Context: an optimization exercise on an open-source flow, tuned for small area. The choices shown serve that exercise and are no tape-out recipe. Only simulation tests tie the RTL to the original design; equivalence was not proved. No activity file was given, so power comes from the tool's default toggle rates.

==> flow/design.v (outline; a module is shown in full before it is edited, if it fits) <==
// module can_register: 18 lines
// module can_register_asyn: 23 lines
// module can_register_asyn_syn: 27 lines
// module can_registers: 735 lines
// module can_btl: 238 lines
// module can_crc: 25 lines
// module can_acf: 227 lines
// module can_ibo: 16 lines
// module can_fifo: 186 lines
// module can_bsp: 1406 lines
// module can_top: 367 lines
// module can_ctrl: 38 lines
module can_ctrl
(
  input        clk,
  input        rst,
  input  [7:0] wb_dat_i,
  output [7:0] wb_dat_o,
  input        wb_cyc_i,
  input        wb_stb_i,
  input        wb_we_i,
  input  [7:0] wb_adr_i,
  output       wb_ack_o,
  input        rx_i,
  output       tx_o,
  output       bus_off_on,
  output       irq_on,
  output       clkout_o,
  output       self_test_ctrl_o
);
  // ...
==> flow/flow/run.sh <==
#!/bin/bash
# Own layout flow: the standard ORFS flow (standard.sh, with its standard synthesis script
# synth_recipe.tcl) with these changes in how the layout is made:
#  - Yosys's ABC technology-mapping step uses an area-oriented script (flow/abc_map.script)
#    instead of ORFS's delay-oriented abc_speed.script, and adders are left to ABC as plain
#    logic (ADDER_MAP_FILE empty) instead of being mapped to half/full-adder cells. Registers
#    are mapped before ABC runs, so the registers, their names and cell types are those of the
#    standard synthesis;
#  - port buffers use the smallest buffer cell (buf_1);
#  - clock tree synthesis inserts no dummy loads and clusters more sinks per buffer.
# Each tool's full output goes to its ORFS log under orfs/logs; make's output goes to make.log.
set -euo pipefail
W=$(pwd)
rm -rf "$W/scripts"
cp -r "$FLOW_HOME/scripts" "$W/scripts"
cp "$W/flow/abc_map.script" "$W/scripts/abc_speed.script"
export BUFFER_PORTS_ARGS="-buffer_cell sky130_fd_sc_hd__buf_1"
export CTS_ARGS="-sink_clustering_enable -repair_clock_nets -dont_use_dummy_load -sink_clustering_size 25 -sink_clustering_max_diameter 100 -buf_list sky130_fd_sc_hd__clkbuf_16"
bash "$W/standard.sh" SCRIPTS_DIR="$W/scripts" ADDER_MAP_FILE= finish > "$W/make.log" 2>&1
==> flow/flow/abc_map.script <==
strash
&get -n
&st
&deepsyn -T 60
&dch -f
&nf -R 1000 -p -F 16 -A 8 -C 32
&put
topo
==> flow/standard.sh <==
#!/bin/bash
# synth_recipe.tcl (not shown) runs the flow's synth.tcl, then flattens the netlist and writes it again
# the make line also repeats each setting of config.mk as NAME=value (left out here)
make -C /OpenROAD-flow-scripts/flow DESIGN_CONFIG=/design/flow/config.mk WORK_HOME=/design/flow/orfs CLKGATE_MAP_FILE= SYNTH_SCRIPT=/design/flow/synth_recipe.tcl "${@:-finish}"
==> flow/config.mk <==
export PLATFORM = sky130hd
export DESIGN_NAME = can_ctrl
export DESIGN_NICKNAME = can_ctrl
export VERILOG_FILES = /design/flow/design.v
export SDC_FILE = /design/flow/constraint.sdc
export NUM_CORES = 4
export LEC_CHECK = 0
export CAP_MARGIN = 5
export CORE_MARGIN = 2
export CORE_UTILIZATION = 70
export PLACE_DENSITY = 0.8
export SLEW_MARGIN = 5
==> flow/constraint.sdc <==
create_clock -name core_clock -period 10.0 [get_ports {clk}]
set_input_delay 2.0000 -clock core_clock [delete_from_list [all_inputs] [get_ports {clk}]]
set_output_delay 2.0000 -clock core_clock [all_outputs]
set_load 0.01 [all_outputs]
==> key figures, run 1 <==
Die
  • Initial Util: 70.9%
  • Die area: 0.0873 mm^2
  • Top Ports: 36
  • # Taps: 1,134

Yosys
  • Synth top area cells: edfxtp_1 (55%), dfrtp_1 (13%), nor2_1 (3.7%), a222oi_1 (3.3%), a22oi_1 (2.7%)
  • Most frequent cell after synthesis: edfxtp_1
  • Syn avg cell area: 13.4 um^2
  • Synth Register Bits: 1,446
  • Post-synth EDFFs: 1,088
  • Complex-gate fraction of the synthesized area: 14.4%
  • Mux contribution to synthesized area: 1.52%
  • Ys flop type: edfxtp_1

GRT
  • Vias in the first global route: 41.7k
  • Met2 Usage GRT: 65.6%
  • GRT met3 Usage: 14.7%

Cells and area
  • Sequential share of cell area: 65.4%
  • Final nets: 4,642
  • Logic inverters: 77
  • Multi-input gate count: 2,908
  • Fraction of area in multi-input gates: 28.0%
  • Share of cells above drive strength 1: 4.16%

Worst setup path
  • Critical path capture point type: flop
  • CP max FO: 16
  • Worst setup path end: u_can_top.data_out[3]

Power and ir drop
  • Logic power comb: 0.000344 W
  • Internal power: 0.00775 W
  • Flop pwr share: 66.1%

Clocking
  • Post-CTS Resized: 0
  • # Post-CTS Setup Buffers: 0
  • Clock sink total: 1,446
  • Hold-fix buffers, CTS: 0

Placement
  • Final RePlAce weighted congestion: 1.06
  • DP Worst Slack: 2080 ps

STA
  • Max Slew Vio Count: 0
  • Fin Hold WS: 389 ps
  • Fin crit share: 78.8%
  • Min Tclk post-route: 7880 ps
  • Worst-Margin Slew: 1340 ps

Drt
  • Drt pass-1 iters: 14
  • Uppermost routed layer: met5
  • Wire length on met2: 84,800 um

Hold path
  • Min-delay worst type: reg2reg
  • WHS Endpoint: u_can_top.rx_sync

Outcome
  • Status: no timing/DRC/antenna violations
==> module can_bsp, before the edit <==
module can_bsp
( 
  clk,
  rst,
  sample_point,
  sampled_bit,
  sampled_bit_q,
  tx_point,
  hard_sync,
  addr,
  data_in,
  data_out,
  fifo_selected,
  reset_mode,
  listen_only_mode,
  acceptance_filter_mode,
  self_test_mode,
  release_buffer,
  tx_request,
  abort_tx,
  self_rx_request,
  single_shot_transmission,
  tx_state,
  tx_state_q,
  overload_request,
  overload_frame,
  read_arbitration_lost_capture_reg,
  read_error_code_capture_reg,
  error_capture_code,
  error_warning_limit,
  we_rx_err_cnt,
  we_tx_err_cnt,
  extended_mode,
  rx_idle,
  transmitting,
  transmitter,
  go_rx_inter,
  not_first_bit_of_inter,
  rx_inter,
  set_reset_mode,
  node_bus_off,
  error_status,
  rx_err_cnt,
  tx_err_cnt,
  transmit_status,
  receive_status,
  tx_successful,
  need_to_tx,
  overrun,
  info_empty,
  set_bus_error_irq,
  set_arbitration_lost_irq,
  arbitration_lost_capture,
  node_error_passive,
  node_error_active,
  rx_message_counter,
  acceptance_code_0,
  acceptance_mask_0,
  acceptance_code_1,
  acceptance_code_2,
  acceptance_code_3,
  acceptance_mask_1,
  acceptance_mask_2,
  acceptance_mask_3,
  tx_data_0,
  tx_data_1,
  tx_data_2,
  tx_data_3,
  tx_data_4,
  tx_data_5,
  tx_data_6,
  tx_data_7,
  tx_data_8,
  tx_data_9,
  tx_data_10,
  tx_data_11,
  tx_data_12,
  tx,
  tx_next,
  bus_off_on,
  go_overload_frame,
  go_error_frame,
  go_tx,
  send_ack
);
parameter Tp = 1;
input         clk;
input         rst;
input         sample_point;
input         sampled_bit;
input         sampled_bit_q;
input         tx_point;
input         hard_sync;
input   [7:0] addr;
input   [7:0] data_in;
output  [7:0] data_out;
input         fifo_selected;
input         reset_mode;
input         listen_only_mode;
input         acceptance_filter_mode;
input         extended_mode;
input         self_test_mode;
input         release_buffer;
input         tx_request;
input         abort_tx;
input         self_rx_request;
input         single_shot_transmission;
output        tx_state;
output        tx_state_q;
input         overload_request;      
output        overload_frame;        
input         read_arbitration_lost_capture_reg;
input         read_error_code_capture_reg;
output  [7:0] error_capture_code;
input   [7:0] error_warning_limit;
input         we_rx_err_cnt;
input         we_tx_err_cnt;
output        rx_idle;
output        transmitting;
output        transmitter;
output        go_rx_inter;
output        not_first_bit_of_inter;
output        rx_inter;
output        set_reset_mode;
output        node_bus_off;
output        error_status;
output  [8:0] rx_err_cnt;
output  [8:0] tx_err_cnt;
output        transmit_status;
output        receive_status;
output        tx_successful;
output        need_to_tx;
output        overrun;
output        info_empty;
output        set_bus_error_irq;
output        set_arbitration_lost_irq;
output  [4:0] arbitration_lost_capture;
output        node_error_passive;
output        node_error_active;
output  [6:0] rx_message_counter;
input   [7:0] acceptance_code_0;
input   [7:0] acceptance_mask_0;
input   [7:0] acceptance_code_1;
input   [7:0] acceptance_code_2;
input   [7:0] acceptance_code_3;
input   [7:0] acceptance_mask_1;
input   [7:0] acceptance_mask_2;
input   [7:0] acceptance_mask_3;
input   [7:0] tx_data_0;
input   [7:0] tx_data_1;
input   [7:0] tx_data_2;
input   [7:0] tx_data_3;
input   [7:0] tx_data_4;
input   [7:0] tx_data_5;
input   [7:0] tx_data_6;
input   [7:0] tx_data_7;
input   [7:0] tx_data_8;
input   [7:0] tx_data_9;
input   [7:0] tx_data_10;
input   [7:0] tx_data_11;
input   [7:0] tx_data_12;
output        tx;
output        tx_next;
output        bus_off_on;
output        go_overload_frame;
output        go_error_frame;
output        go_tx;
output        send_ack;
reg           reset_mode_q;
reg     [5:0] bit_cnt;
reg     [3:0] data_len;
reg    [28:0] id;
reg     [2:0] bit_stuff_cnt;
reg     [2:0] bit_stuff_cnt_tx;
reg           tx_point_q;
reg           rx_idle;
reg           rx_id1;
reg           rx_rtr1;
reg           rx_ide;
reg           rx_id2;
reg           rx_rtr2;
reg           rx_r1;
reg           rx_r0;
reg           rx_dlc;
reg           rx_data;
reg           rx_crc;
reg           rx_crc_lim;
reg           rx_ack;
reg           rx_ack_lim;
reg           rx_eof;
reg           rx_inter;
reg           go_early_tx_latched;
reg           rtr1;
reg           ide;
reg           rtr2;
reg    [14:0] crc_in;
reg     [7:0] tmp_data;
reg     [7:0] tmp_fifo [0:7];
reg           write_data_to_tmp_fifo;
reg     [2:0] byte_cnt;
reg           bit_stuff_cnt_en;
reg           crc_enable;
reg     [2:0] eof_cnt;
reg     [2:0] passive_cnt;
reg           transmitting;
reg           error_frame;
reg           enable_error_cnt2;
reg     [2:0] error_cnt1;
reg     [2:0] error_cnt2;
reg     [2:0] delayed_dominant_cnt;
reg           enable_overload_cnt2;
reg           overload_frame;
wire          overload_frame_blocked = 1'b0;
reg     [2:0] overload_cnt1;
reg     [2:0] overload_cnt2;
reg           tx;
reg           crc_err;
reg           arbitration_lost;
reg           arbitration_lost_q;
reg           arbitration_field_d;
reg     [4:0] arbitration_lost_capture;
reg     [4:0] arbitration_cnt;
reg           arbitration_blocked;
reg           tx_q;
reg           need_to_tx;    
reg     [3:0] data_cnt;      
reg           wr_fifo;       
reg     [7:0] data_for_fifo; 
reg     [5:0] tx_pointer;
reg           tx_bit;
reg           tx_state;
reg           tx_state_q;
reg           transmitter;
reg           finish_msg;
reg     [8:0] rx_err_cnt;
reg     [8:0] tx_err_cnt;
reg     [3:0] bus_free_cnt;
reg           bus_free_cnt_en;
reg           bus_free;
reg           waiting_for_bus_free;
reg           node_error_passive;
reg           node_bus_off;
reg           node_bus_off_q;
reg           ack_err_latched;
reg           bit_err_latched;
reg           stuff_err_latched;
reg           form_err_latched;
reg           rule3_exc1_1;
reg           rule3_exc1_2;
reg           suspend;
reg           susp_cnt_en;
reg     [2:0] susp_cnt;
reg           error_flag_over_latched;
reg     [7:0] error_capture_code;
reg     [7:6] error_capture_code_type;
reg           error_capture_code_blocked;
reg           tx_next;
reg           first_compare_bit;
wire    [4:0] error_capture_code_segment;
wire          error_capture_code_direction;
wire          bit_de_stuff;
wire          bit_de_stuff_tx;
wire          rule5;
wire          go_rx_idle;
wire          go_rx_id1;
wire          go_rx_rtr1;
wire          go_rx_ide;
wire          go_rx_id2;
wire          go_rx_rtr2;
wire          go_rx_r1;
wire          go_rx_r0;
wire          go_rx_dlc;
wire          go_rx_data;
wire          go_rx_crc;
wire          go_rx_crc_lim;
wire          go_rx_ack;
wire          go_rx_ack_lim;
wire          go_rx_eof;
wire          go_rx_inter;
wire          last_bit_of_inter;
wire          go_crc_enable;
wire          rst_crc_enable;
wire          bit_de_stuff_set;
wire          bit_de_stuff_reset;
wire          go_early_tx;
wire   [14:0] calculated_crc;
wire   [15:0] r_calculated_crc;
wire          remote_rq;
wire    [3:0] limited_data_len;
wire          form_err;
wire          error_frame_ended;
wire          overload_frame_ended;
wire          bit_err;
wire          ack_err;
wire          stuff_err;
wire          id_ok;                 
wire          no_byte0;              
wire          no_byte1;              
wire    [2:0] header_len;
wire          storing_header;
wire    [3:0] limited_data_len_minus1;
wire          reset_wr_fifo;
wire          err;
wire          arbitration_field;
wire   [18:0] basic_chain;
wire   [63:0] basic_chain_data;
wire   [18:0] extended_chain_std;
wire   [38:0] extended_chain_ext;
wire   [63:0] extended_chain_data_std;
wire   [63:0] extended_chain_data_ext;
wire          rst_tx_pointer;
wire    [7:0] r_tx_data_0;
wire    [7:0] r_tx_data_1;
wire    [7:0] r_tx_data_2;
wire    [7:0] r_tx_data_3;
wire    [7:0] r_tx_data_4;
wire    [7:0] r_tx_data_5;
wire    [7:0] r_tx_data_6;
wire    [7:0] r_tx_data_7;
wire    [7:0] r_tx_data_8;
wire    [7:0] r_tx_data_9;
wire    [7:0] r_tx_data_10;
wire    [7:0] r_tx_data_11;
wire    [7:0] r_tx_data_12;
wire          send_ack;
wire          bit_err_exc1;
wire          bit_err_exc2;
wire          bit_err_exc3;
wire          bit_err_exc4;
wire          bit_err_exc5;
wire          bit_err_exc6;
wire          error_flag_over;
wire          overload_flag_over;
wire    [5:0] limited_tx_cnt_ext;
wire    [5:0] limited_tx_cnt_std;
assign go_rx_idle     =                   sample_point &  sampled_bit & last_bit_of_inter | bus_free & (~node_bus_off);
assign go_rx_id1      =                   sample_point &  (~sampled_bit) & (rx_idle | last_bit_of_inter);
assign go_rx_rtr1     = (~bit_de_stuff) & sample_point &  rx_id1  & (bit_cnt[3:0] == 4'd10);
assign go_rx_ide      = (~bit_de_stuff) & sample_point &  rx_rtr1;
assign go_rx_id2      = (~bit_de_stuff) & sample_point &  rx_ide  &   sampled_bit;
assign go_rx_rtr2     = (~bit_de_stuff) & sample_point &  rx_id2  & (bit_cnt[4:0] == 5'd17);
assign go_rx_r1       = (~bit_de_stuff) & sample_point &  rx_rtr2;
assign go_rx_r0       = (~bit_de_stuff) & sample_point & (rx_ide  & (~sampled_bit) | rx_r1);
assign go_rx_dlc      = (~bit_de_stuff) & sample_point &  rx_r0;
assign go_rx_data     = (~bit_de_stuff) & sample_point &  rx_dlc  & (bit_cnt[1:0] == 2'd3) &  (sampled_bit   |   (|data_len[2:0])) & (~remote_rq);
assign go_rx_crc      = (~bit_de_stuff) & sample_point & (rx_dlc  & (bit_cnt[1:0] == 2'd3) & ((~sampled_bit) & (~(|data_len[2:0])) | remote_rq) |
                                                          rx_data & (bit_cnt[5:0] == ((limited_data_len<<3) - 1'b1)));   
assign go_rx_crc_lim  = (~bit_de_stuff) & sample_point &  rx_crc  & (bit_cnt[3:0] == 4'd14);
assign go_rx_ack      = (~bit_de_stuff) & sample_point &  rx_crc_lim;
assign go_rx_ack_lim  =                   sample_point &  rx_ack;
assign go_rx_eof      =                   sample_point &  rx_ack_lim;
assign go_rx_inter    =                 ((sample_point &  rx_eof  & (eof_cnt == 3'd6)) | error_frame_ended | overload_frame_ended) & (~overload_request);
assign go_error_frame = (form_err | stuff_err | bit_err | ack_err | (crc_err & go_rx_eof));
assign error_frame_ended = (error_cnt2 == 3'd7) & tx_point;
assign overload_frame_ended = (overload_cnt2 == 3'd7) & tx_point;
assign go_overload_frame = (     sample_point & ((~sampled_bit) | overload_request) & (rx_eof & (~transmitter) & (eof_cnt == 3'd6) | error_frame_ended | overload_frame_ended) | 
                                 sample_point & (~sampled_bit) & rx_inter & (bit_cnt[1:0] < 2'd2)                                                            |
                                 sample_point & (~sampled_bit) & ((error_cnt2 == 3'd7) | (overload_cnt2 == 3'd7))
                           )
                           & (~overload_frame_blocked)
                           ;
assign go_crc_enable  = hard_sync | go_tx;
assign rst_crc_enable = go_rx_crc;
assign bit_de_stuff_set   = go_rx_id1 & (~go_error_frame);
assign bit_de_stuff_reset = go_rx_ack | go_error_frame | go_overload_frame;
assign remote_rq = ((~ide) & rtr1) | (ide & rtr2);
assign limited_data_len = (data_len < 4'h8)? data_len : 4'h8;
assign ack_err = rx_ack & sample_point & sampled_bit & tx_state & (~self_test_mode);
assign bit_err = (tx_state | error_frame | overload_frame | rx_ack) & sample_point & (tx != sampled_bit) & (~bit_err_exc1) & (~bit_err_exc2) & (~bit_err_exc3) & (~bit_err_exc4) & (~bit_err_exc5) & (~bit_err_exc6) & (~reset_mode);
assign bit_err_exc1 = tx_state & arbitration_field & tx;
assign bit_err_exc2 = rx_ack & tx;
assign bit_err_exc3 = error_frame & node_error_passive & (error_cnt1 < 3'd7);
assign bit_err_exc4 = (error_frame & (error_cnt1 == 3'd7) & (~enable_error_cnt2)) | (overload_frame & (overload_cnt1 == 3'd7) & (~enable_overload_cnt2));
assign bit_err_exc5 = (error_frame & (error_cnt2 == 3'd7)) | (overload_frame & (overload_cnt2 == 3'd7));
assign bit_err_exc6 = (eof_cnt == 3'd6) & rx_eof & (~transmitter); 
assign arbitration_field = rx_id1 | rx_rtr1 | rx_ide | rx_id2 | rx_rtr2;
assign last_bit_of_inter = rx_inter & (bit_cnt[1:0] == 2'd2);
assign not_first_bit_of_inter = rx_inter & (bit_cnt[1:0] != 2'd0);
always @ (posedge clk or posedge rst)
begin
  if (rst)
    rx_idle <= 1'b0;
  else if (go_rx_id1 | go_error_frame)
    rx_idle <= 1'b0;
  else if (go_rx_idle)
    rx_idle <= 1'b1;
end
always @ (posedge clk or posedge rst)
begin
  if (rst)
    rx_id1 <= 1'b0;
  else if (go_rx_rtr1 | go_error_frame)
    rx_id1 <= 1'b0;
  else if (go_rx_id1)
    rx_id1 <= 1'b1;
end
always @ (posedge clk or posedge rst)
begin
  if (rst)
    rx_rtr1 <= 1'b0;
  else if (go_rx_ide | go_error_frame)
    rx_rtr1 <= 1'b0;
  else if (go_rx_rtr1)
    rx_rtr1 <= 1'b1;
end
always @ (posedge clk or posedge rst)
begin
  if (rst)
    rx_ide <= 1'b0;
  else if (go_rx_r0 | go_rx_id2 | go_error_frame)
    rx_ide <= 1'b0;
  else if (go_rx_ide)
    rx_ide <= 1'b1;
end
always @ (posedge clk or posedge rst)
begin
  if (rst)
    rx_id2 <= 1'b0;
  else if (go_rx_rtr2 | go_error_frame)
    rx_id2 <= 1'b0;
  else if (go_rx_id2)
    rx_id2 <= 1'b1;
end
always @ (posedge clk or posedge rst)
begin
  if (rst)
    rx_rtr2 <= 1'b0;
  else if (go_rx_r1 | go_error_frame)
    rx_rtr2 <= 1'b0;
  else if (go_rx_rtr2)
    rx_rtr2 <= 1'b1;
end
always @ (posedge clk or posedge rst)
begin
  if (rst)
    rx_r1 <= 1'b0;
  else if (go_rx_r0 | go_error_frame)
    rx_r1 <= 1'b0;
  else if (go_rx_r1)
    rx_r1 <= 1'b1;
end
always @ (posedge clk or posedge rst)
begin
  if (rst)
    rx_r0 <= 1'b0;
  else if (go_rx_dlc | go_error_frame)
    rx_r0 <= 1'b0;
  else if (go_rx_r0)
    rx_r0 <= 1'b1;
end
always @ (posedge clk or posedge rst)
begin
  if (rst)
    rx_dlc <= 1'b0;
  else if (go_rx_data | go_rx_crc | go_error_frame)
    rx_dlc <= 1'b0;
  else if (go_rx_dlc)
    rx_dlc <= 1'b1;
end
always @ (posedge clk or posedge rst)
begin
  if (rst)
    rx_data <= 1'b0;
  else if (go_rx_crc | go_error_frame)
    rx_data <= 1'b0;
  else if (go_rx_data)
    rx_data <= 1'b1;
end
always @ (posedge clk or posedge rst)
begin
  if (rst)
    rx_crc <= 1'b0;
  else if (go_rx_crc_lim | go_error_frame)
    rx_crc <= 1'b0;
  else if (go_rx_crc)
    rx_crc <= 1'b1;
end
always @ (posedge clk or posedge rst)
begin
  if (rst)
    rx_crc_lim <= 1'b0;
  else if (go_rx_ack | go_error_frame)
    rx_crc_lim <= 1'b0;
  else if (go_rx_crc_lim)
    rx_crc_lim <= 1'b1;
end
always @ (posedge clk or posedge rst)
begin
  if (rst)
    rx_ack <= 1'b0;
  else if (go_rx_ack_lim | go_error_frame)
    rx_ack <= 1'b0;
  else if (go_rx_ack)
    rx_ack <= 1'b1;
end
always @ (posedge clk or posedge rst)
begin
  if (rst)
    rx_ack_lim <= 1'b0;
  else if (go_rx_eof | go_error_frame)
    rx_ack_lim <= 1'b0;
  else if (go_rx_ack_lim)
    rx_ack_lim <= 1'b1;
end
always @ (posedge clk or posedge rst)
begin
  if (rst)
    rx_eof <= 1'b0;
  else if (go_rx_inter | go_error_frame | go_overload_frame)
    rx_eof <= 1'b0;
  else if (go_rx_eof)
    rx_eof <= 1'b1;
end
always @ (posedge clk or posedge rst)
begin
  if (rst)
    rx_inter <= 1'b0;
  else if (go_rx_idle | go_rx_id1 | go_overload_frame | go_error_frame)
    rx_inter <= 1'b0;
  else if (go_rx_inter)
    rx_inter <= 1'b1;
end
always @ (posedge clk or posedge rst)
begin
  if (rst)
    id <= 29'h0;
  else if (sample_point & (rx_id1 | rx_id2) & (~bit_de_stuff))
    id <= {id[27:0], sampled_bit};
end
always @ (posedge clk or posedge rst)
begin
  if (rst)
    rtr1 <= 1'b0;
  else if (sample_point & rx_rtr1 & (~bit_de_stuff))
    rtr1 <= sampled_bit;
end
always @ (posedge clk or posedge rst)
begin
  if (rst)
    rtr2 <= 1'b0;
  else if (sample_point & rx_rtr2 & (~bit_de_stuff))
    rtr2 <= sampled_bit;
end
always @ (posedge clk or posedge rst)
begin
  if (rst)
    ide <= 1'b0;
  else if (sample_point & rx_ide & (~bit_de_stuff))
    ide <= sampled_bit;
end
always @ (posedge clk or posedge rst)
begin
  if (rst)
    data_len <= 4'b0;
  else if (sample_point & rx_dlc & (~bit_de_stuff))
    data_len <= {data_len[2:0], sampled_bit};
end
always @ (posedge clk or posedge rst)
begin
  if (rst)
    tmp_data <= 8'h0;
  else if (sample_point & rx_data & (~bit_de_stuff))
    tmp_data <= {tmp_data[6:0], sampled_bit};
end
always @ (posedge clk or posedge rst)
begin
  if (rst)
    write_data_to_tmp_fifo <= 1'b0;
  else if (sample_point & rx_data & (~bit_de_stuff) & (&bit_cnt[2:0]))
    write_data_to_tmp_fifo <= 1'b1;
  else
    write_data_to_tmp_fifo <= 1'b0;
end
always @ (posedge clk or posedge rst)
begin
  if (rst)
    byte_cnt <= 3'h0;
  else if (write_data_to_tmp_fifo)
    byte_cnt <= byte_cnt + 1'b1;
  else if (sample_point & go_rx_crc_lim)
    byte_cnt <= 3'h0;
end
always @ (posedge clk)
begin
  if (write_data_to_tmp_fifo)
    tmp_fifo[byte_cnt] <= tmp_data;
end
always @ (posedge clk or posedge rst)
begin
  if (rst)
    crc_in <= 15'h0;
  else if (sample_point & rx_crc & (~bit_de_stuff))
    crc_in <= {crc_in[13:0], sampled_bit};
end
always @ (posedge clk or posedge rst)
begin
  if (rst)
    bit_cnt <= 6'd0;
  else if (go_rx_id1 | go_rx_id2 | go_rx_dlc | go_rx_data | go_rx_crc | 
           go_rx_ack | go_rx_eof | go_rx_inter | go_error_frame | go_overload_frame)
    bit_cnt <= 6'd0;
  else if (sample_point & (~bit_de_stuff))
    bit_cnt <= bit_cnt + 1'b1;
end
always @ (posedge clk or posedge rst)
begin
  if (rst)
    eof_cnt <= 3'd0;
  else if (sample_point)
    begin
      if (go_rx_inter | go_error_frame | go_overload_frame)
        eof_cnt <= 3'd0;
      else if (rx_eof)
        eof_cnt <= eof_cnt + 1'b1;
    end
end
always @ (posedge clk or posedge rst)
begin
  if (rst)
    bit_stuff_cnt_en <= 1'b0;
  else if (bit_de_stuff_set)
    bit_stuff_cnt_en <= 1'b1;
  else if (bit_de_stuff_reset)
    bit_stuff_cnt_en <= 1'b0;
end
always @ (posedge clk or posedge rst)
begin
  if (rst)
    bit_stuff_cnt <= 3'h1;
  else if (bit_de_stuff_reset)
    bit_stuff_cnt <= 3'h1;
  else if (sample_point & bit_stuff_cnt_en)
    begin
      if (bit_stuff_cnt == 3'h5)
        bit_stuff_cnt <= 3'h1;
      else if (sampled_bit == sampled_bit_q)
        bit_stuff_cnt <= bit_stuff_cnt + 1'b1;
      else
        bit_stuff_cnt <= 3'h1;
    end
end
always @ (posedge clk or posedge rst)
begin
  if (rst)
    bit_stuff_cnt_tx <= 3'h1;
  else if (reset_mode || bit_de_stuff_reset)
    bit_stuff_cnt_tx <= 3'h1;
  else if (tx_point_q & bit_stuff_cnt_en)
    begin
      if (bit_stuff_cnt_tx == 3'h5)
        bit_stuff_cnt_tx <= 3'h1;
      else if (tx == tx_q)
        bit_stuff_cnt_tx <= bit_stuff_cnt_tx + 1'b1;
      else
        bit_stuff_cnt_tx <= 3'h1;
    end
end
assign bit_de_stuff = bit_stuff_cnt == 3'h5;
assign bit_de_stuff_tx = bit_stuff_cnt_tx == 3'h5;
assign stuff_err = sample_point & bit_stuff_cnt_en & bit_de_stuff & (sampled_bit == sampled_bit_q);
always @ (posedge clk or posedge rst)
begin
  if (rst)
    begin
      reset_mode_q <= 1'b0;
      node_bus_off_q <= 1'b0;
    end
  else
    begin
      reset_mode_q <= reset_mode;
      node_bus_off_q <= node_bus_off;
    end
end
always @ (posedge clk or posedge rst)
begin
  if (rst)
    crc_enable <= 1'b0;
  else if (rst_crc_enable)
    crc_enable <= 1'b0;
  else if (go_crc_enable)
    crc_enable <= 1'b1;
end
always @ (posedge clk or posedge rst)
begin
  if (rst)
    crc_err <= 1'b0;
  else if (reset_mode | error_frame_ended)
    crc_err <= 1'b0;
  else if (go_rx_ack)
    crc_err <= crc_in != calculated_crc;
end
assign form_err = sample_point & ( ((~bit_de_stuff) & rx_crc_lim & (~sampled_bit)                  ) |
                                   (                  rx_ack_lim & (~sampled_bit)                  ) |
                                   ((eof_cnt < 3'd6)& rx_eof     & (~sampled_bit) & (~transmitter) ) |
                                   (                & rx_eof     & (~sampled_bit) &   transmitter  )
                                 );
always @ (posedge clk or posedge rst)
begin
  if (rst)
    ack_err_latched <= 1'b0;
  else if (reset_mode | error_frame_ended | go_overload_frame)
    ack_err_latched <= 1'b0;
  else if (ack_err)
    ack_err_latched <= 1'b1;
end
always @ (posedge clk or posedge rst)
begin
  if (rst)
    bit_err_latched <= 1'b0;
  else if (reset_mode | error_frame_ended | go_overload_frame)
    bit_err_latched <= 1'b0;
  else if (bit_err)
    bit_err_latched <= 1'b1;
end
assign rule5 = bit_err &  ( (~node_error_passive) & error_frame    & (error_cnt1    < 3'd7)
                            | 
                                                    overload_frame & (overload_cnt1 < 3'd7)
                          );
always @ (posedge clk or posedge rst)
begin
  if (rst)
    rule3_exc1_1 <= 1'b0;
  else if (error_flag_over | rule3_exc1_2)
    rule3_exc1_1 <= 1'b0;
  else if (transmitter & node_error_passive & ack_err)
    rule3_exc1_1 <= 1'b1;
end
always @ (posedge clk or posedge rst)
begin
  if (rst)
    rule3_exc1_2 <= 1'b0;
  else if (go_error_frame | rule3_exc1_2)
    rule3_exc1_2 <= 1'b0;
  else if (rule3_exc1_1 & (error_cnt1 < 3'd7) & sample_point & (~sampled_bit))
    rule3_exc1_2 <= 1'b1;
end
always @ (posedge clk or posedge rst)
begin
  if (rst)
    stuff_err_latched <= 1'b0;
  else if (reset_mode | error_frame_ended | go_overload_frame)
    stuff_err_latched <= 1'b0;
  else if (stuff_err)
    stuff_err_latched <= 1'b1;
end
always @ (posedge clk or posedge rst)
begin
  if (rst)
    form_err_latched <= 1'b0;
  else if (reset_mode | error_frame_ended | go_overload_frame)
    form_err_latched <= 1'b0;
  else if (form_err)
    form_err_latched <= 1'b1;
end
can_crc i_can_crc_rx 
(
  .clk(clk),
  .data(sampled_bit),
  .enable(crc_enable & sample_point & (~bit_de_stuff)),
  .initialize(go_crc_enable),
  .crc(calculated_crc)
);
assign no_byte0 = rtr1 | (data_len<4'h1);
assign no_byte1 = rtr1 | (data_len<4'h2);
can_acf i_can_acf
(
  .clk(clk),
  .rst(rst),
  .id(id),
  .reset_mode(reset_mode),
  .acceptance_filter_mode(acceptance_filter_mode),
  .extended_mode(extended_mode),
  .acceptance_code_0(acceptance_code_0),
  .acceptance_mask_0(acceptance_mask_0),
  .acceptance_code_1(acceptance_code_1),
  .acceptance_code_2(acceptance_code_2),
  .acceptance_code_3(acceptance_code_3),
  .acceptance_mask_1(acceptance_mask_1),
  .acceptance_mask_2(acceptance_mask_2),
  .acceptance_mask_3(acceptance_mask_3),
  .go_rx_crc_lim(go_rx_crc_lim),
  .go_rx_inter(go_rx_inter),
  .go_error_frame(go_error_frame),
  .data0(tmp_fifo[0]),
  .data1(tmp_fifo[1]),
  .rtr1(rtr1),
  .rtr2(rtr2),
  .ide(ide),
  .no_byte0(no_byte0),
  .no_byte1(no_byte1),
  .id_ok(id_ok)
);
assign header_len[2:0] = extended_mode ? (ide? (3'h5) : (3'h3)) : 3'h2;
assign storing_header = data_cnt < {1'b0, header_len};    
assign limited_data_len_minus1[3:0] = remote_rq? 4'hf : ((data_len < 4'h8)? (data_len -1'b1) : 4'h7);    
assign reset_wr_fifo = (data_cnt == (limited_data_len_minus1 + {1'b0, header_len})) || reset_mode;
assign err = form_err | stuff_err | bit_err | ack_err | form_err_latched | stuff_err_latched | bit_err_latched | ack_err_latched | crc_err;
always @ (posedge clk or posedge rst)
begin
  if (rst)
    wr_fifo <= 1'b0;
  else if (reset_wr_fifo)
    wr_fifo <= 1'b0;
  else if (go_rx_inter & id_ok & (~error_frame_ended) & ((~tx_state) | self_rx_request))
    wr_fifo <= 1'b1;
end
always @ (posedge clk or posedge rst)
begin
  if (rst)
    data_cnt <= 4'h0;
  else if (reset_wr_fifo)
    data_cnt <= 4'h0;
  else if (wr_fifo)
    data_cnt <= data_cnt + 4'h1;
end
always @ (extended_mode or ide or data_cnt or header_len or 
          storing_header or id or rtr1 or rtr2 or data_len or
          tmp_fifo[0] or tmp_fifo[2] or tmp_fifo[4] or tmp_fifo[6] or 
          tmp_fifo[1] or tmp_fifo[3] or tmp_fifo[5] or tmp_fifo[7])
begin
  casex ({storing_header, extended_mode, ide, data_cnt[2:0]})   
    6'b1_1_1_000  : data_for_fifo = {1'b1, rtr2, 2'h0, data_len};   
    6'b1_1_1_001  : data_for_fifo = id[28:21];                      
    6'b1_1_1_010  : data_for_fifo = id[20:13];                      
    6'b1_1_1_011  : data_for_fifo = id[12:5];                       
    6'b1_1_1_100  : data_for_fifo = {id[4:0], 3'h0};                
    6'b1_1_0_000  : data_for_fifo = {1'b0, rtr1, 2'h0, data_len};   
    6'b1_1_0_001  : data_for_fifo = id[10:3];                       
    6'b1_1_0_010  : data_for_fifo = {id[2:0], rtr1, 4'h0};          
    6'b1_0_x_000  : data_for_fifo = id[10:3];                       
    6'b1_0_x_001  : data_for_fifo = {id[2:0], rtr1, data_len};      
    default       : data_for_fifo = tmp_fifo[data_cnt - {1'b0, header_len}];  
  endcase
end
can_fifo i_can_fifo
( 
  .clk(clk),
  .rst(rst),
  .wr(wr_fifo),
  .data_in(data_for_fifo),
  .addr(addr[5:0]),
  .data_out(data_out),
  .fifo_selected(fifo_selected),
  .reset_mode(reset_mode),
  .release_buffer(release_buffer),
  .extended_mode(extended_mode),
  .overrun(overrun),
  .info_empty(info_empty),
  .info_cnt(rx_message_counter)
);
always @ (posedge clk or posedge rst)
begin
  if (rst)
    error_frame <= 1'b0;
  else if (set_reset_mode || error_frame_ended || go_overload_frame)
    error_frame <= 1'b0;
  else if (go_error_frame)
    error_frame <= 1'b1;
end
always @ (posedge clk or posedge rst)
begin
  if (rst)
    error_cnt1 <= 3'd0;
  else if (error_frame_ended | go_error_frame | go_overload_frame)
    error_cnt1 <= 3'd0;
  else if (error_frame & tx_point & (error_cnt1 < 3'd7))
    error_cnt1 <= error_cnt1 + 1'b1;
end
assign error_flag_over = ((~node_error_passive) & sample_point & (error_cnt1 == 3'd7) | node_error_passive  & sample_point & (passive_cnt == 3'h6)) & (~enable_error_cnt2);
always @ (posedge clk or posedge rst)
begin
  if (rst)
    error_flag_over_latched <= 1'b0;
  else if (error_frame_ended | go_error_frame | go_overload_frame)
    error_flag_over_latched <= 1'b0;
  else if (error_flag_over)
    error_flag_over_latched <= 1'b1;
end
always @ (posedge clk or posedge rst)
begin
  if (rst)
    enable_error_cnt2 <= 1'b0;
  else if (error_frame_ended | go_error_frame | go_overload_frame)
    enable_error_cnt2 <= 1'b0;
  else if (error_frame & (error_flag_over & sampled_bit))
    enable_error_cnt2 <= 1'b1;
end
always @ (posedge clk or posedge rst)
begin
  if (rst)
    error_cnt2 <= 3'd0;
  else if (error_frame_ended | go_error_frame | go_overload_frame)
    error_cnt2 <= 3'd0;
  else if (enable_error_cnt2 & tx_point)
    error_cnt2 <= error_cnt2 + 1'b1;
end
always @ (posedge clk or posedge rst)
begin
  if (rst)
    delayed_dominant_cnt <= 3'h0;
  else if (enable_error_cnt2 | go_error_frame | enable_overload_cnt2 | go_overload_frame)
    delayed_dominant_cnt <= 3'h0;
  else if (sample_point & (~sampled_bit) & ((error_cnt1 == 3'd7) | (overload_cnt1 == 3'd7)))
    delayed_dominant_cnt <= delayed_dominant_cnt + 1'b1;
end
always @ (posedge clk or posedge rst)
begin
  if (rst)
    passive_cnt <= 3'h1;
  else if (error_frame_ended | go_error_frame | go_overload_frame | first_compare_bit)
    passive_cnt <= 3'h1;
  else if (sample_point & (passive_cnt < 3'h6))
    begin
      if (error_frame & (~enable_error_cnt2) & (sampled_bit == sampled_bit_q))
        passive_cnt <= passive_cnt + 1'b1;
      else
        passive_cnt <= 3'h1;
    end
end
always @ (posedge clk or posedge rst)
begin
  if (rst)
    first_compare_bit <= 1'b0;
  else if (go_error_frame)
    first_compare_bit <= 1'b1;
  else if (sample_point)
    first_compare_bit <= 1'b0;
end
always @ (posedge clk or posedge rst)
begin
  if (rst)
    overload_frame <= 1'b0;
  else if (overload_frame_ended | go_error_frame)
    overload_frame <= 1'b0;
  else if (go_overload_frame)
    overload_frame <= 1'b1;
end
always @ (posedge clk or posedge rst)
begin
  if (rst)
    overload_cnt1 <= 3'd0;
  else if (overload_frame_ended | go_error_frame | go_overload_frame)
    overload_cnt1 <= 3'd0;
  else if (overload_frame & tx_point & (overload_cnt1 < 3'd7))
    overload_cnt1 <= overload_cnt1 + 1'b1;
end
assign overload_flag_over = sample_point & (overload_cnt1 == 3'd7) & (~enable_overload_cnt2);
always @ (posedge clk or posedge rst)
begin
  if (rst)
    enable_overload_cnt2 <= 1'b0;
  else if (overload_frame_ended | go_error_frame | go_overload_frame)
    enable_overload_cnt2 <= 1'b0;
  else if (overload_frame & (overload_flag_over & sampled_bit))
    enable_overload_cnt2 <= 1'b1;
end
always @ (posedge clk or posedge rst)
begin
  if (rst)
    overload_cnt2 <= 3'd0;
  else if (overload_frame_ended | go_error_frame | go_overload_frame)
    overload_cnt2 <= 3'd0;
  else if (enable_overload_cnt2 & tx_point)
    overload_cnt2 <= overload_cnt2 + 1'b1;
end
assign send_ack = (~tx_state) & rx_ack & (~err) & (~listen_only_mode);
always @ (reset_mode or node_bus_off or tx_state or go_tx or bit_de_stuff_tx or tx_bit or tx_q or
          send_ack or go_overload_frame or overload_frame or overload_cnt1 or
          go_error_frame or error_frame or error_cnt1 or node_error_passive)
begin
  if (reset_mode | node_bus_off)                                                 
    tx_next = 1'b1;
  else
    begin
      if (go_error_frame | error_frame)                                          
        begin
          if (error_cnt1 < 3'd6)
            begin
              if (node_error_passive)
                tx_next = 1'b1;
              else
                tx_next = 1'b0;
            end
          else
            tx_next = 1'b1;
        end
      else if (go_overload_frame | overload_frame)                               
        begin
          if (overload_cnt1 < 3'd6)
            tx_next = 1'b0;
          else
            tx_next = 1'b1;
        end
      else if (go_tx | tx_state)                                                         
        tx_next = ((~bit_de_stuff_tx) & tx_bit) | (bit_de_stuff_tx & (~tx_q));
      else if (send_ack)                                                         
        tx_next = 1'b0;
      else
        tx_next = 1'b1;
    end
end
always @ (posedge clk or posedge rst)
begin
  if (rst)
    tx <= 1'b1;
  else if (reset_mode)
    tx <= 1'b1;
  else if (tx_point)
    tx <= tx_next;
end
always @ (posedge clk or posedge rst)
begin
  if (rst)
    tx_q <= 1'b0;
  else if (reset_mode)
    tx_q <= 1'b0;
  else if (tx_point)
    tx_q <= tx & (~go_early_tx_latched);
end
always @ (posedge clk or posedge rst)
begin
  if (rst)
    tx_point_q <= 1'b0;
  else if (reset_mode)
    tx_point_q <= 1'b0;
  else
    tx_point_q <= tx_point;
end
can_ibo i_ibo_tx_data_0  (.di(tx_data_0),  .dout(r_tx_data_0));
can_ibo i_ibo_tx_data_1  (.di(tx_data_1),  .dout(r_tx_data_1));
can_ibo i_ibo_tx_data_2  (.di(tx_data_2),  .dout(r_tx_data_2));
can_ibo i_ibo_tx_data_3  (.di(tx_data_3),  .dout(r_tx_data_3));
can_ibo i_ibo_tx_data_4  (.di(tx_data_4),  .dout(r_tx_data_4));
can_ibo i_ibo_tx_data_5  (.di(tx_data_5),  .dout(r_tx_data_5));
can_ibo i_ibo_tx_data_6  (.di(tx_data_6),  .dout(r_tx_data_6));
can_ibo i_ibo_tx_data_7  (.di(tx_data_7),  .dout(r_tx_data_7));
can_ibo i_ibo_tx_data_8  (.di(tx_data_8),  .dout(r_tx_data_8));
can_ibo i_ibo_tx_data_9  (.di(tx_data_9),  .dout(r_tx_data_9));
can_ibo i_ibo_tx_data_10 (.di(tx_data_10), .dout(r_tx_data_10));
can_ibo i_ibo_tx_data_11 (.di(tx_data_11), .dout(r_tx_data_11));
can_ibo i_ibo_tx_data_12 (.di(tx_data_12), .dout(r_tx_data_12));
can_ibo i_calculated_crc0 (.di(calculated_crc[14:7]), .dout(r_calculated_crc[7:0]));
can_ibo i_calculated_crc1 (.di({calculated_crc[6:0], 1'b0}), .dout(r_calculated_crc[15:8]));
assign basic_chain = {r_tx_data_1[7:4], 2'h0, r_tx_data_1[3:0], r_tx_data_0[7:0], 1'b0};
assign basic_chain_data = {r_tx_data_9, r_tx_data_8, r_tx_data_7, r_tx_data_6, r_tx_data_5, r_tx_data_4, r_tx_data_3, r_tx_data_2};
assign extended_chain_std = {r_tx_data_0[7:4], 2'h0, r_tx_data_0[1], r_tx_data_2[2:0], r_tx_data_1[7:0], 1'b0};
assign extended_chain_ext = {r_tx_data_0[7:4], 2'h0, r_tx_data_0[1], r_tx_data_4[4:0], r_tx_data_3[7:0], r_tx_data_2[7:3], 1'b1, 1'b1, r_tx_data_2[2:0], r_tx_data_1[7:0], 1'b0};
assign extended_chain_data_std = {r_tx_data_10, r_tx_data_9, r_tx_data_8, r_tx_data_7, r_tx_data_6, r_tx_data_5, r_tx_data_4, r_tx_data_3};
assign extended_chain_data_ext = {r_tx_data_12, r_tx_data_11, r_tx_data_10, r_tx_data_9, r_tx_data_8, r_tx_data_7, r_tx_data_6, r_tx_data_5};
always @ (extended_mode or rx_data or tx_pointer or extended_chain_data_std or extended_chain_data_ext or rx_crc or r_calculated_crc or
          r_tx_data_0   or extended_chain_ext or extended_chain_std or basic_chain_data or basic_chain or
          finish_msg)
begin
  if (extended_mode)
    begin
      if (rx_data)   
        if (r_tx_data_0[0])     
          tx_bit = extended_chain_data_ext[tx_pointer];
        else
          tx_bit = extended_chain_data_std[tx_pointer];
      else if (rx_crc)
        tx_bit = r_calculated_crc[tx_pointer];
      else if (finish_msg)
        tx_bit = 1'b1;
      else
        begin
          if (r_tx_data_0[0])     
            tx_bit = extended_chain_ext[tx_pointer];
          else
            tx_bit = extended_chain_std[tx_pointer];
        end
    end
  else   
    begin
      if (rx_data)   
        tx_bit = basic_chain_data[tx_pointer];
      else if (rx_crc)
        tx_bit = r_calculated_crc[tx_pointer];
      else if (finish_msg)
        tx_bit = 1'b1;
      else
        tx_bit = basic_chain[tx_pointer];
    end
end
assign limited_tx_cnt_ext = tx_data_0[3] ? 6'h3f : ((tx_data_0[2:0] <<3) - 1'b1);
assign limited_tx_cnt_std = tx_data_1[3] ? 6'h3f : ((tx_data_1[2:0] <<3) - 1'b1);
assign rst_tx_pointer = ((~bit_de_stuff_tx) & tx_point & (~rx_data) &   extended_mode  &   r_tx_data_0[0]   & tx_pointer == 6'd38             ) |    
                        ((~bit_de_stuff_tx) & tx_point & (~rx_data) &   extended_mode  & (~r_tx_data_0[0])  & tx_pointer == 6'd18             ) |    
                        ((~bit_de_stuff_tx) & tx_point & (~rx_data) & (~extended_mode)                      & tx_pointer == 6'd18             ) |    
                        ((~bit_de_stuff_tx) & tx_point &   rx_data  &   extended_mode                       & tx_pointer == limited_tx_cnt_ext) |    
                        ((~bit_de_stuff_tx) & tx_point &   rx_data  & (~extended_mode)                      & tx_pointer == limited_tx_cnt_std) |    
                        (                     tx_point &   rx_crc_lim                                                                         ) |    
                        (go_rx_idle                                                                                                           ) |    
                        (reset_mode                                                                                                           ) |
                        (overload_frame                                                                                                       ) |
                        (error_frame                                                                                                          ) ;
always @ (posedge clk or posedge rst)
begin
  if (rst)
    tx_pointer <= 6'h0;
  else if (rst_tx_pointer)
    tx_pointer <= 6'h0;
  else if (go_early_tx | (tx_point & (tx_state | go_tx) & (~bit_de_stuff_tx)))
    tx_pointer <= tx_pointer + 1'b1;
end
assign tx_successful = transmitter & go_rx_inter & (~go_error_frame) & (~error_frame_ended) & (~overload_frame_ended) & (~arbitration_lost);
always @ (posedge clk or posedge rst)
begin
  if (rst)
    need_to_tx <= 1'b0;
  else if (tx_successful | reset_mode | (abort_tx & (~transmitting)) | ((~tx_state) & tx_state_q & single_shot_transmission))
    need_to_tx <= 1'h0;
  else if (tx_request & sample_point)
    need_to_tx <= 1'b1;
end
assign go_early_tx = (~listen_only_mode) & need_to_tx & (~tx_state) & (~suspend | (susp_cnt == 3'h7)) & sample_point & (~sampled_bit) & (rx_idle | last_bit_of_inter);
assign go_tx       = (~listen_only_mode) & need_to_tx & (~tx_state) & (~suspend | (sample_point & (susp_cnt == 3'h7))) & (go_early_tx | rx_idle);
always @ (posedge clk or posedge rst)
begin
  if (rst)
    go_early_tx_latched <= 1'b0;
  else if (reset_mode || tx_point)
    go_early_tx_latched <= 1'b0;
  else if (go_early_tx)
    go_early_tx_latched <= 1'b1;
end
always @ (posedge clk or posedge rst)
begin
  if (rst)
    tx_state <= 1'b0;
  else if (reset_mode | go_rx_inter | error_frame | arbitration_lost)
    tx_state <= 1'b0;
  else if (go_tx)
    tx_state <= 1'b1;
end
always @ (posedge clk or posedge rst)
begin
  if (rst)
    tx_state_q <= 1'b0;
  else if (reset_mode)
    tx_state_q <= 1'b0;
  else
    tx_state_q <= tx_state;
end
always @ (posedge clk or posedge rst)
begin
  if (rst)
    transmitter <= 1'b0;
  else if (go_tx)
    transmitter <= 1'b1;
  else if (reset_mode | go_rx_idle | suspend & go_rx_id1)
    transmitter <= 1'b0;
end
always @ (posedge clk or posedge rst)
begin
  if (rst)
    transmitting <= 1'b0;
  else if (go_error_frame | go_overload_frame | go_tx | send_ack)
    transmitting <= 1'b1;
  else if (reset_mode | go_rx_idle | (go_rx_id1 & (~tx_state)) | (arbitration_lost & tx_state))
    transmitting <= 1'b0;
end
always @ (posedge clk or posedge rst)
begin
  if (rst)
    suspend <= 1'b0;
  else if (reset_mode | (sample_point & (susp_cnt == 3'h7)))
    suspend <= 1'b0;
  else if (not_first_bit_of_inter & transmitter & node_error_passive)
    suspend <= 1'b1;
end
always @ (posedge clk or posedge rst)
begin
  if (rst)
    susp_cnt_en <= 1'b0;
  else if (reset_mode | (sample_point & (susp_cnt == 3'h7)))
    susp_cnt_en <= 1'b0;
  else if (suspend & sample_point & last_bit_of_inter)
    susp_cnt_en <= 1'b1;
end
always @ (posedge clk or posedge rst)
begin
  if (rst)
    susp_cnt <= 3'h0;
  else if (reset_mode | (sample_point & (susp_cnt == 3'h7)))
    susp_cnt <= 3'h0;
  else if (susp_cnt_en & sample_point)
    susp_cnt <= susp_cnt + 1'b1;
end
always @ (posedge clk or posedge rst)
begin
  if (rst)
    finish_msg <= 1'b0;
  else if (go_rx_idle | go_rx_id1 | error_frame | reset_mode)
    finish_msg <= 1'b0;
  else if (go_rx_crc_lim)
    finish_msg <= 1'b1;
end
always @ (posedge clk or posedge rst)
begin
  if (rst)
    arbitration_lost <= 1'b0;
  else if (go_rx_idle | error_frame_ended)
    arbitration_lost <= 1'b0;
  else if (transmitter & sample_point & tx & arbitration_field & ~sampled_bit)
    arbitration_lost <= 1'b1;
end
always @ (posedge clk or posedge rst)
begin
  if (rst)
    arbitration_lost_q <= 1'b0;
  else
    arbitration_lost_q <= arbitration_lost;
end
always @ (posedge clk or posedge rst)
begin
  if (rst)
    arbitration_field_d <= 1'b0;
  else if (sample_point)
    arbitration_field_d <= arbitration_field;
end
assign set_arbitration_lost_irq = arbitration_lost & (~arbitration_lost_q) & (~arbitration_blocked);
always @ (posedge clk or posedge rst)
begin
  if (rst)
    arbitration_cnt <= 5'h0;
  else if (sample_point && !bit_de_stuff)
    if (arbitration_field_d)
      arbitration_cnt <= arbitration_cnt + 1'b1;
    else
      arbitration_cnt <= 5'h0;
end
always @ (posedge clk or posedge rst)
begin
  if (rst)
    arbitration_lost_capture <= 5'h0;
  else if (set_arbitration_lost_irq)
    arbitration_lost_capture <= arbitration_cnt;
end
always @ (posedge clk or posedge rst)
begin
  if (rst)
    arbitration_blocked <= 1'b0;
  else if (read_arbitration_lost_capture_reg)
    arbitration_blocked <= 1'b0;
  else if (set_arbitration_lost_irq)
    arbitration_blocked <= 1'b1;
end
always @ (posedge clk or posedge rst)
begin
  if (rst)
    rx_err_cnt <= 9'h0;
  else if (we_rx_err_cnt & (~node_bus_off))
    rx_err_cnt <= {1'b0, data_in};
  else if (set_reset_mode)
    rx_err_cnt <= 9'h0;
  else
    begin
      if ((~listen_only_mode) & (~transmitter | arbitration_lost))
        begin
          if (go_rx_ack_lim & (~go_error_frame) & (~crc_err) & (rx_err_cnt > 9'h0))
            begin
              if (rx_err_cnt > 9'd127)
                rx_err_cnt <= 9'd127;
              else
                rx_err_cnt <= rx_err_cnt - 1'b1;
            end
          else if (rx_err_cnt < 9'd128)
            begin
              if (go_error_frame & (~rule5))                                                                                           
                rx_err_cnt <= rx_err_cnt + 1'b1;
              else if ( (error_flag_over & (~error_flag_over_latched) & sample_point & (~sampled_bit) & (error_cnt1 == 3'd7)     ) |   
                        (go_error_frame & rule5                                                                                  ) |   
                        (sample_point & (~sampled_bit) & (delayed_dominant_cnt == 3'h7)                            )                   
                      )
                rx_err_cnt <= rx_err_cnt + 4'h8;
            end
        end
    end
end
always @ (posedge clk or posedge rst)
begin
  if (rst)
    tx_err_cnt <= 9'h0;
  else if (we_tx_err_cnt)
    tx_err_cnt <= {1'b0, data_in};
  else
    begin
      if (set_reset_mode)
        tx_err_cnt <= 9'd128;
      else if ((tx_err_cnt > 9'd0) & (tx_successful | bus_free))
        tx_err_cnt <= tx_err_cnt - 1'h1;
      else if (transmitter & (~arbitration_lost))
        begin
          if ( (sample_point & (~sampled_bit) & (delayed_dominant_cnt == 3'h7)                                          ) |        
               (go_error_frame & rule5                                                                                  ) |        
               (go_error_frame & (~(transmitter & node_error_passive & ack_err)) & (~(transmitter & stuff_err & 
                arbitration_field & sample_point & tx & (~sampled_bit)))                                                ) |        
               (error_frame & rule3_exc1_2                                                                              )          
             )
            tx_err_cnt <= tx_err_cnt + 4'h8;
        end
    end
end
always @ (posedge clk or posedge rst)
begin
  if (rst)
    node_error_passive <= 1'b0;
  else if ((rx_err_cnt < 128) & (tx_err_cnt < 9'd128))
    node_error_passive <= 1'b0;
  else if (((rx_err_cnt >= 128) | (tx_err_cnt >= 9'd128)) & (error_frame_ended | go_error_frame | (~reset_mode) & reset_mode_q) & (~node_bus_off))
    node_error_passive <= 1'b1;
end
assign node_error_active = ~(node_error_passive | node_bus_off);
always @ (posedge clk or posedge rst)
begin
  if (rst)
    node_bus_off <= 1'b0;
  else if ((rx_err_cnt == 9'h0) & (tx_err_cnt == 9'd0) & (~reset_mode) | (we_tx_err_cnt & (data_in < 8'd255)))
    node_bus_off <= 1'b0;
  else if ((tx_err_cnt >= 9'd256) | (we_tx_err_cnt & (data_in == 8'd255)))
    node_bus_off <= 1'b1;
end
always @ (posedge clk or posedge rst)
begin
  if (rst)
    bus_free_cnt <= 4'h0;
  else if (sample_point)
    begin
      if (sampled_bit & bus_free_cnt_en & (bus_free_cnt < 4'd10))
        bus_free_cnt <= bus_free_cnt + 1'b1;
      else
        bus_free_cnt <= 4'h0;
    end
end
always @ (posedge clk or posedge rst)
begin
  if (rst)
    bus_free_cnt_en <= 1'b0;
  else if ((~reset_mode) & reset_mode_q | node_bus_off_q & (~reset_mode))
    bus_free_cnt_en <= 1'b1;
  else if (sample_point & sampled_bit & (bus_free_cnt==4'd10) & (~node_bus_off))
    bus_free_cnt_en <= 1'b0;
end
always @ (posedge clk or posedge rst)
begin
  if (rst)
    bus_free <= 1'b0;
  else if (sample_point & sampled_bit & (bus_free_cnt==4'd10) && waiting_for_bus_free)
    bus_free <= 1'b1;
  else
    bus_free <= 1'b0;
end
always @ (posedge clk or posedge rst)
begin
  if (rst)
    waiting_for_bus_free <= 1'b1;
  else if (bus_free & (~node_bus_off))
    waiting_for_bus_free <= 1'b0;
  else if (node_bus_off_q & (~reset_mode))
    waiting_for_bus_free <= 1'b1;
end
assign bus_off_on = ~node_bus_off;
assign set_reset_mode = node_bus_off & (~node_bus_off_q);
assign error_status = extended_mode? ((rx_err_cnt >= error_warning_limit) | (tx_err_cnt >= error_warning_limit))    :
                                     ((rx_err_cnt >= 9'd96) | (tx_err_cnt >= 9'd96))                                ;
assign transmit_status = transmitting  || (extended_mode && waiting_for_bus_free);
assign receive_status  = extended_mode ? (waiting_for_bus_free || (!rx_idle) && (!transmitting)) : 
                                         ((!waiting_for_bus_free) && (!rx_idle) && (!transmitting));
always @ (posedge clk or posedge rst)
begin
  if (rst)
    error_capture_code <= 8'h0;
  else if (read_error_code_capture_reg)
    error_capture_code <= 8'h0;
  else if (set_bus_error_irq)
    error_capture_code <= {error_capture_code_type[7:6], error_capture_code_direction, error_capture_code_segment[4:0]};
end
assign error_capture_code_segment[0] = rx_idle | rx_ide | (rx_id2 & (bit_cnt<6'd13)) | rx_r1 | rx_r0 | rx_dlc | rx_ack | rx_ack_lim | error_frame & node_error_active;
assign error_capture_code_segment[1] = rx_idle | rx_id1 | rx_id2 | rx_dlc | rx_data | rx_ack_lim | rx_eof | rx_inter | error_frame & node_error_passive;
assign error_capture_code_segment[2] = (rx_id1 & (bit_cnt>6'd7)) | rx_rtr1 | rx_ide | rx_id2 | rx_rtr2 | rx_r1 | error_frame & node_error_passive | overload_frame;
assign error_capture_code_segment[3] = (rx_id2 & (bit_cnt>6'd4)) | rx_rtr2 | rx_r1 | rx_r0 | rx_dlc | rx_data | rx_crc | rx_crc_lim | rx_ack | rx_ack_lim | rx_eof | overload_frame;
assign error_capture_code_segment[4] = rx_crc_lim | rx_ack | rx_ack_lim | rx_eof | rx_inter | error_frame | overload_frame;
assign error_capture_code_direction  = ~transmitting;
always @ (bit_err or form_err or stuff_err)
begin
  if (bit_err)
    error_capture_code_type[7:6] = 2'b00;
  else if (form_err)
    error_capture_code_type[7:6] = 2'b01;
  else if (stuff_err)
    error_capture_code_type[7:6] = 2'b10;
  else
    error_capture_code_type[7:6] = 2'b11;
end
assign set_bus_error_irq = go_error_frame & (~error_capture_code_blocked);
always @ (posedge clk or posedge rst)
begin
  if (rst)
    error_capture_code_blocked <= 1'b0;
  else if (read_error_code_capture_reg)
    error_capture_code_blocked <= 1'b0;
  else if (set_bus_error_irq)
    error_capture_code_blocked <= 1'b1;
end
endmodule
==> run 2: changes to the inputs <==
--- a/flow/design.v
+++ b/flow/design.v
@@ -2027,42 +2027,30 @@
 end
-always @ (posedge clk or posedge rst)
+always @ (posedge clk)
 begin
-  if (rst)
-    id <= 29'h0;
-  else if (sample_point & (rx_id1 | rx_id2) & (~bit_de_stuff))
+  if (sample_point & (rx_id1 | rx_id2) & (~bit_de_stuff))
     id <= {id[27:0], sampled_bit};
 end
-always @ (posedge clk or posedge rst)
+always @ (posedge clk)
 begin
-  if (rst)
-    rtr1 <= 1'b0;
-  else if (sample_point & rx_rtr1 & (~bit_de_stuff))
+  if (sample_point & rx_rtr1 & (~bit_de_stuff))
     rtr1 <= sampled_bit;
 end
-always @ (posedge clk or posedge rst)
+always @ (posedge clk)
 begin
-  if (rst)
-    rtr2 <= 1'b0;
-  else if (sample_point & rx_rtr2 & (~bit_de_stuff))
+  if (sample_point & rx_rtr2 & (~bit_de_stuff))
     rtr2 <= sampled_bit;
 end
-always @ (posedge clk or posedge rst)
+always @ (posedge clk)
 begin
-  if (rst)
-    ide <= 1'b0;
-  else if (sample_point & rx_ide & (~bit_de_stuff))
+  if (sample_point & rx_ide & (~bit_de_stuff))
     ide <= sampled_bit;
 end
-always @ (posedge clk or posedge rst)
+always @ (posedge clk)
 begin
-  if (rst)
-    data_len <= 4'b0;
-  else if (sample_point & rx_dlc & (~bit_de_stuff))
+  if (sample_point & rx_dlc & (~bit_de_stuff))
     data_len <= {data_len[2:0], sampled_bit};
 end
-always @ (posedge clk or posedge rst)
+always @ (posedge clk)
 begin
-  if (rst)
-    tmp_data <= 8'h0;
-  else if (sample_point & rx_data & (~bit_de_stuff))
+  if (sample_point & rx_data & (~bit_de_stuff))
     tmp_data <= {tmp_data[6:0], sampled_bit};
@@ -2092,7 +2080,5 @@
 end
-always @ (posedge clk or posedge rst)
+always @ (posedge clk)
 begin
-  if (rst)
-    crc_in <= 15'h0;
-  else if (sample_point & rx_crc & (~bit_de_stuff))
+  if (sample_point & rx_crc & (~bit_de_stuff))
     crc_in <= {crc_in[13:0], sampled_bit};
--- a/flow/config.mk
+++ b/flow/config.mk
@@ -7,3 +7,3 @@
 export LEC_CHECK = 0
-export CAP_MARGIN = 5
+export CAP_MARGIN = 20
 export CORE_MARGIN = 2
@@ -11,2 +11,2 @@
 export PLACE_DENSITY = 0.8
-export SLEW_MARGIN = 5
+export SLEW_MARGIN = 20
==> key figures, run 2 <==
STA
  • Min Tclk post-route: 7140 ps (was 7880 ps)
  • Final setup violation count: 0 (unchanged)
  • Max Slew Vio Count: 0 (unchanged)
  • Fin. Hold Viols: 0 (unchanged)
  • RSZ-0062 raised after global routing: no (unchanged)
  • Peak Freq: 0.140 GHz (was 0.127 GHz)
  • Fin Hold WS: 362 ps (was 389 ps)
  • Worst-Margin Slew: 1230 ps (was 1340 ps)
  • Sum of negative setup slack: 0 ps (unchanged)
  • Slew headroom: 17.7% (was 10.0%)
  • Clock skew: 92.8 ps (was 76.8 ps)
  • Fin crit share: 71.4% (was 78.8%)

Cells and area
  • Most common cell after layout, fill and taps aside: edfxtp_1 (unchanged)
  • Final nets: 4,547 (was 4,642)
  • Area growth from synthesis to layout: 7.05% (was 6.75%)
  • Finished Layout Cells: 5,609 (was 5,762)
  • Biggest regs: u_can_top.i_can_bsp.i_can_fifo.fifo: 512 flops, u_can_top.i_can_bsp.i_can_fifo.length_fifo: 256 flops (unchanged)
  • Max reg flops: 512 (unchanged)
  • Most frequent cells in the layout: edfxtp_1 (1,147), nor2_1 (581), nand2_1 (339), dfrtp_1 (248), a222oi_1 (222) (was edfxtp_1 (1,088), nor2_1 (580), nand2_1 (347), dfrtp_1 (307), a22oi_1 (210))
  • Final Util: 75.5% (was 75.7%)
  • Register with the most flip-flops: u_can_top.i_can_bsp.i_can_fifo.fifo (unchanged)
  • Share of cells above drive strength 1: 5.06% (was 4.16%)

Placement
  • I/O Buffers: 34 (unchanged)
  • DP HPWL: 134,000 um (was 136,000 um)
  • Cells after DPL: 5,534 (was 5,685)
  • Final RePlAce weighted congestion: 1.11 (was 1.06)

Worst setup path
  • Critical path capture point type: flop (unchanged)
  • Biggest cell delay along the critical path: 800 ps (was 730 ps)
  • CP Launch Type: primary input (unchanged)
  • R2r endpoint: u_can_top.data_out[4] (was u_can_top.data_out[3])
  • R2R Setup Slk: 4020 ps (was 3360 ps)
  • Crit path launch: wb_adr_i[2] (unchanged)
  • Arr. time, crit path: 7570 ps (was 8350 ps)
  • CP Cell Sequence: buf_1 > xnor2_1 > xor2_1 > nand2_1 > o22ai_1 > a21oi_1 > nor2b_1 > a31oi_1 > nor2_1 > a22o_1 > a221oi_1 > nand4_1 > or4_1 > nor4_1 > a41oi_1 (was buf_1 > nor2_1 > nand2b_1 > xnor2_1 > nand2_1 > o21ai_0 > or3_1 > nand2_1 > o21ai_0 > or3_1 > nor3_1 > a31oi_1 > nor2_1 > a222oi_1 > nand4_1 > a2111oi_0 > nand4_1 > nor4_1 > a41oi_1)
  • Reg2Reg Depth: 14 (was 19)
  • Required time worst endpoint: 10,430 ps (was 10,470 ps)
  • Crit path max-delay cell type: nor4_1 (was buf_1)
  • CP max FO: 14 (was 16)
  • Worst setup path end: u_can_top.data_out[4] (was u_can_top.data_out[3])
  • Crit Path Class: in2reg (unchanged)

GRT
  • Largest net degree at the start of global routing: 173 (was 132)
  • First-pass GRT wire length: 279,000 um (was 284,000 um)
  • Initial antenna violation count: 11 (unchanged)
  • Total Routing Usage GR: 44.9% (was 45.4%)
  • Vias in the first global route: 41.1k (was 41.7k)
  • Gr ovfl total: 0 (unchanged)

Drt
  • DRC: 0 (unchanged)
  • Uppermost routed layer: met5 (unchanged)
  • Vias: 44.3k (was 45.1k)
  • Metal-1 WL: 67,400 um (was 68,100 um)
  • Wire length on met2: 81,100 um (was 84,800 um)
  • Drt total wl: 195,000 um (was 198,000 um)
  • DR vias/cell: 7.89 (was 7.82)
  • Avg WL per Cell: 34.7 um (was 34.4 um)
  • DR WL met3: 34,600 um (was 32,700 um)
  • Iteration-0 DRC Markers: 9,897 (was 10.2k)
  • Routed Antenna Nets: 0 (unchanged)
  • Drt pass-1 iters: 12 (was 14)

Yosys
  • Synth Register Bits: 1,446 (unchanged)
  • Post-Synthesis Cells: 4,318 (was 4,431)
  • Most instantiated cells after synthesis: edfxtp_1 (1,147), nor2_1 (589), nand2_1 (339), dfrtp_1 (249), a222oi_1 (222) (was edfxtp_1 (1,088), nor2_1 (581), nand2_1 (347), dfrtp_1 (308), a22oi_1 (210))
  • Yosys warning count: 16 (unchanged)
  • Post-synth top area share: 58.4% (was 55.0%)
  • Post-synthesis cell type count: 68 (was 64)
  • Most frequent cell after synthesis: edfxtp_1 (unchanged)
  • Syn avg cell area: 13.7 um^2 (was 13.4 um^2)
  • Synth top area cells: edfxtp_1 (58%), dfrtp_1 (11%), a222oi_1 (3.8%), nor2_1 (3.8%), a22oi_1 (2.3%) (was edfxtp_1 (55%), dfrtp_1 (13%), nor2_1 (3.7%), a222oi_1 (3.3%), a22oi_1 (2.7%))
  • Ys async rst share: 18.6% (was 22.7%)
  • Syn Nets: 4,340 (was 4,453)
  • Sequential element share of the synthesized area: 70.9% (was 69.8%)
  • Post-synth EDFFs: 1,147 (was 1,088)
  • Cell taking the most area after synthesis: edfxtp_1 (unchanged)
  • Post-Syn Area: 0.0590 mm^2 (was 0.0594 mm^2)
  • Ys flop type: edfxtp_1 (unchanged)

Outcome
  • Status: no timing/DRC/antenna violations (unchanged)

Clocking
  • CTS buffer count: 68 (was 67)
  • Clock root buffer: clkbuf_16 (unchanged)
  • Hold-fix buffers, CTS: 0 (unchanged)
  • Longest Clk Path Bufs: 3 (unchanged)
  • CTS tree: built (unchanged)
  • Worst-path clk slew: 100 ps (about the same)
  • Post-CTS Resized: 0 (unchanged)
  • Clock sink total: 1,446 (unchanged)
  • # Post-CTS Setup Buffers: 0 (unchanged)
  • H-tree Lvls: 3 (unchanged)
  • Worst-Skew Late Latency: 660 ps (was 690 ps)

Job
  • Max-cap violations: 0 (unchanged)

Power and ir drop
  • LEAKAGE: 19.1 nW (was 19.6 nW)
  • Peak supply drop: 0.000185 V (was 0.000164 V)
  • PwrDens: 156 mW/mm^2 (was 155 mW/mm^2)
  • Pwr Total: 0.00987 W (was 0.00982 W)

Die
  • Number of cell rows: 106 (unchanged)
  • Die X: 294 um (was 295 um)
  • Die area: 0.0866 mm^2 (was 0.0873 mm^2)
  • Die Ht: 294 um (was 295 um)
  • Initial Util: 70.6% (was 70.9%)
  • Core area: 0.0836 mm^2 (was 0.0838 mm^2)
  • Top Ports: 36 (unchanged)

Hold path
  • Min-delay worst type: reg2reg (unchanged)
-- run 2: cell count changes in the layout (fill, tap and decap cells not counted), sizes merged, moves of 16 or more --
| cell | delta |
|---|---|
| a222oi | +24 |
| a22o | +16 |
| a22oi | -30 |
| and3 | +16 |
| buf | +16 |
| dfrtp | -59 |
| edfxtp | +59 |
| mux2 | -49 |
| nand3 | -21 |
| o21ai | -26 |
-- run 2: worst min-delay path by stage --
stage | start | end | slack, ps | depth (start not counted)
floorplan | u_can_top.rx_sync_tmp | u_can_top.rx_sync | 350 | 0
global placement | u_can_top.rx_sync_tmp | u_can_top.rx_sync | 350 | 0
detailed placement | u_can_top.rx_sync_tmp | u_can_top.rx_sync | 350 | 0
CTS | u_can_top.rx_sync_tmp | u_can_top.rx_sync | 360 | 0
global route | u_can_top.rx_sync_tmp | u_can_top.rx_sync | 370 | 0
finish | u_can_top.rx_sync_tmp | u_can_top.rx_sync | 360 | 0
-- run 2: per-layer routing --
metal	up-vias	GRT usage, %
met5	-	0
met4	14	19.2
met3	825	17.3
met2	4421	63.5
met1	21200	62.9
li1	17800	-
-- run 2: critical path, delay by kind of cell --
kind,cells,cell delay (ps)
AO/OA/AOI/OAI,6,1990
XOR/XNOR,2,900
buffers and inverters,1,240
AND/OR/NAND/NOR,6,2410
-- run 2: cells by family after synthesis --
logic type | count (synthesis) | share of synthesized area, %
adder cells (fa/ha/maj) | 6 | 0.102
AND/OR/NAND/NOR | 1528 | 12.1
flip-flops | 1446 | 70.9
buffers and inverters | 70 | 0.446
AO/OA/AOI/OAI | 1128 | 14.3
XOR/XNOR | 111 | 1.65
multiplexers | 29 | 0.541
-- run 2: per-stage QoR --
stage | worst slack (ps) | instance area, um^2
2_1_floorplan | 3080 | 59000
3_3_place_gp | 2900 | 61300
3_5_place_dp | 2690 | 61300
4_1_cts | 3260 | 63000
5_1_grt | 2760 | 63100
6_report | 2860 | 63100
-- run 2: final cells by class --
type | count | area (um^2)
Sequential cell | 1446 | 41800
Fill cell | 5221 | 20400
Multi-Input combinational cell | 2802 | 17000
Clock buffer | 68 | 1700
Tap cell | 1080 | 1350
Timing Repair Buffer | 137 | 928
Inverter | 70 | 270
Antenna cell | 6 | 15.0
-- run 2: report_power, final --
part	internal (W)	switching, W
registers	0.00649	0.0000608
clock network	0.00122	0.00174
logic	0.000108	0.000252
total	0.00782	0.00206

-- static timing again, ports no longer ideal --
The flow's constraints put no driver on any port. The routed layouts listed below were extracted and timed again, unchanged, in two steps.
Step 1 sets driving cells, clkbuf_16 on the clock port and buf_2 on the other inputs (assumed; they add their load-dependent delay and slew).
Step 2 times the ports against the registers' clock, not the clock port: input delays grow and output delays shrink by t, the midpoint of the rising clock arrivals with the driver on.
a / b / c = ideal ports / drivers / drivers and shift; a / b = the first two.
| run | t (ns) | setup WS [ns] | latest minus earliest clock arrival (ns) |
|---|---|---|---|
| run 1 | 0.722 | 2.122 / 2.162 / 1.441 | 0.085 / 0.085 |
| run 2 | 0.684 | 2.864 / 2.855 / 2.171 | 0.098 / 0.098 |
After both steps setup and hold are still met in every run listed. For run 2, which loses most, drivers alone change the setup slack by -0.009 ns; drivers and shift together by -0.693 ns.
